This design comes from an exercise in tuning for small area on the open sky130 flow, not from production work. In this exercise RTL edits were held to simulation tests only and were not proved equivalent to the original. Power is estimated from default activity; no workload was simulated.

==> flow/design.v <==
`timescale 1ns / 1ps
module spireg_top(
    input clk,
    input nrst,
    input mosi,
    output miso,
    input sclk,
    input nss
);
reg mosi1, mosi2;
reg sclk1, sclk2;
reg nss1, nss2;
always @(posedge clk)
if(!nrst) begin
    mosi1 <= 0;
    mosi2 <= 0;
    sclk1 <= 0;
    sclk2 <= 0;
    nss1 <= 0;
    nss2 <= 0;
end else begin
    mosi1 <= mosi;
    mosi2 <= mosi1;
    sclk1 <= sclk;
    sclk2 <= sclk1;
    nss1 <= nss;
    nss2 <= nss1;
end
spireg_example core(
    .clk(clk),
    .nrst(nrst),
    .mosi(mosi2),
    .miso(miso),
    .sclk(sclk2),
    .nss(nss2)
);
endmodule

`timescale 1ns / 1ps
module spireg (
    input clk,
    input nrst,
    input mosi,              
    input sclk,              
    input nss,               
    output rd_en,            
    output [2:0] rd_reg,     
    output [3:0] rd_idx,     
    output [2:0] wr_reg,     
    output wr_en,            
    output [15:0] wr_word,   
    output fc_en,            
    output [3:0] fc_idx,     
    output fc_val            
);
localparam ST_CMD = 3'd0, ST_RD = 3'd1, ST_WR = 3'd2, ST_NOP = 3'd3, ST_FC = 3'd4;
reg sclk_d;
reg [2:0] st;
reg [3:0] cnt;
reg [2:0] addr;
reg [15:0] isr;
reg wdone;               
wire rise = sclk & ~sclk_d;
wire last = (cnt == 4'd15);
wire [7:0] cmd = {isr[6:0], mosi};
always @(posedge clk) begin
    sclk_d <= sclk;
    if (rise)
        isr <= {isr[14:0], mosi};
    if (!nrst || nss) begin
        st <= ST_CMD;
        cnt <= 4'd8;
    end else if (rise) begin
        cnt <= cnt + 4'd1;
        wdone <= last && (st == ST_WR);
        if (last && st == ST_CMD) begin
            addr <= cmd[2:0];
            case (cmd[7:6])
                2'b00: st <= ST_RD;
                2'b10: st <= ST_WR;
                2'b11: st <= cmd[5] ? ST_NOP : ST_FC;
                default: st <= ST_NOP;
            endcase
        end else begin
            if (st == ST_FC)
                st <= ST_NOP;
            if ((last && st == ST_RD) || (wdone && st == ST_WR))
                addr <= addr + 3'd1;
        end
    end
end
assign rd_en = (st == ST_CMD) || (st == ST_RD);
assign rd_reg = (st == ST_CMD) ? 3'd0 : addr;
assign rd_idx = {cnt[3] & (st != ST_CMD), cnt[2:0]};
assign wr_reg = addr;
assign wr_en = wdone && (st == ST_WR);
assign wr_word = isr;
assign fc_en = (st == ST_FC);
assign fc_idx = {isr[4], ~isr[3:1]};
assign fc_val = isr[0];
endmodule
`timescale 1ns / 1ps
module spireg_example(
    input clk,
    input nrst,
    input mosi,
    output miso,
    input sclk,
    input nss
);
wire rd_en, wr_en, fc_en, fc_val;
wire [2:0] rd_reg, wr_reg;
wire [3:0] rd_idx, fc_idx;
wire [15:0] wr_word;
spireg spireg_inst(
    .clk(clk),
    .nrst(nrst),
    .mosi(mosi),
    .sclk(sclk),
    .nss(nss),
    .rd_en(rd_en),
    .rd_reg(rd_reg),
    .rd_idx(rd_idx),
    .wr_reg(wr_reg),
    .wr_en(wr_en),
    .wr_word(wr_word),
    .fc_en(fc_en),
    .fc_idx(fc_idx),
    .fc_val(fc_val)
);
reg [1:0] ph;
reg rst1, rst2;
reg miso_q;
wire clear = ~nrst | rst1 | rst2;
always @(posedge clk) begin
    ph <= ph + 2'd1;
    rst1 <= ~nrst;
    rst2 <= rst1;
end
reg [3:0] ring [0:31];    
wire [31:0] tap;
wire [3:0] col;
genvar r, k;
generate
for (k = 0; k < 4; k = k + 1) begin : g_col
    wire [3:0] wb = {wr_word[12-4*k], wr_word[13-4*k], wr_word[14-4*k], wr_word[15-4*k]};
    assign col[k] = ~clear & (fc_en ? fc_val : wb[ph]);
end
for (r = 0; r < 8; r = r + 1) begin : g_reg
    for (k = 0; k < 4; k = k + 1) begin : g_ring
        wire ins;
        if (r == 0)
            assign ins = clear | (wr_en && wr_reg == r) |
                         (fc_en && fc_idx == {k[1:0], ph});
        else
            assign ins = clear | (wr_en && wr_reg == r);
        assign tap[4*r+k] = ring[4*r+k][3];
        always @(posedge clk)
            ring[4*r+k] <= {ring[4*r+k][2:0], ins ? col[k] : ring[4*r+k][3]};
    end
end
endgenerate
always @(posedge clk)
    if (ph == rd_idx[1:0])
        miso_q <= rd_en & tap[{rd_reg, rd_idx[3:2]}];
assign miso = miso_q;
endmodule
clock: 5.0 ns
lec_check: 0
cap_margin: 20
core_margin: 2
core_utilization: 60
cts_buf_list: sky130_fd_sc_hd__clkbuf_16
cts_cluster_diameter: 500
cts_cluster_size: 100
slew_margin: 20
run.sh (not shown) runs the stock make flow with config.mk's settings and CLKGATE_MAP_FILE= SYNTH_SCRIPT=/design/flow/synth_recipe.tcl, a recipe that flattens the netlist after the stock synthesis.
Change:
- CORE_UTILIZATION: 60 -> 40
- CTS_BUF_LIST: sky130_fd_sc_hd__clkbuf_16 -> not set
- CTS_CLUSTER_DIAMETER: 500 -> not set
- CTS_CLUSTER_SIZE: 100 -> not set
Effect: The new run finished with timing, DRC and antenna clean. Worst hold slack stays flat. Routed wire length falls by 4.7%. First-iteration DRC count falls by 7.2%. Register-to-register slack gets worse by 0.04 ns. Sequential power hardly moves. Power rises by 2.5%. Design area rises by 1.7%. Die area rises by 48%. Maximum frequency rises by 2.7%. Final cell count rises by 12%.

==> port drivers added, routing unchanged <==
In the flow no input, the clock included, has a driving cell. The finished layouts below were timed again as built, in two steps.
Step 1 assumes that a clkbuf_16 drives the clock port and a buf_2 every other input.
Step 2 times the ports against the registers' clock, not the clock port: input delays grow and output delays shrink by t, the midpoint of the rising clock arrivals with the driver on.
a / b / c = no drivers / after step 1 / after step 2; a / b = the first two.
| run | t (ns) | setup WS [ns] | latest minus earliest clock arrival (ns) | slew at the worst register clock pin (ns) | worst data-port slew with drivers (ns) |
|---|---|---|---|---|---|
| the first run | 0.446 | 2.506 / 2.521 / 2.076 | 0.013 / 0.013 | 0.07 / 0.07 | 0.03 |
| the second run | 0.454 | 2.572 / 2.586 / 2.132 | 0.010 / 0.010 | 0.06 / 0.06 | 0.03 |
After both steps every run listed still meets setup and hold. The setup slack of the second run, which loses most, moves by +0.014 ns with the drivers and by -0.440 ns with both steps.
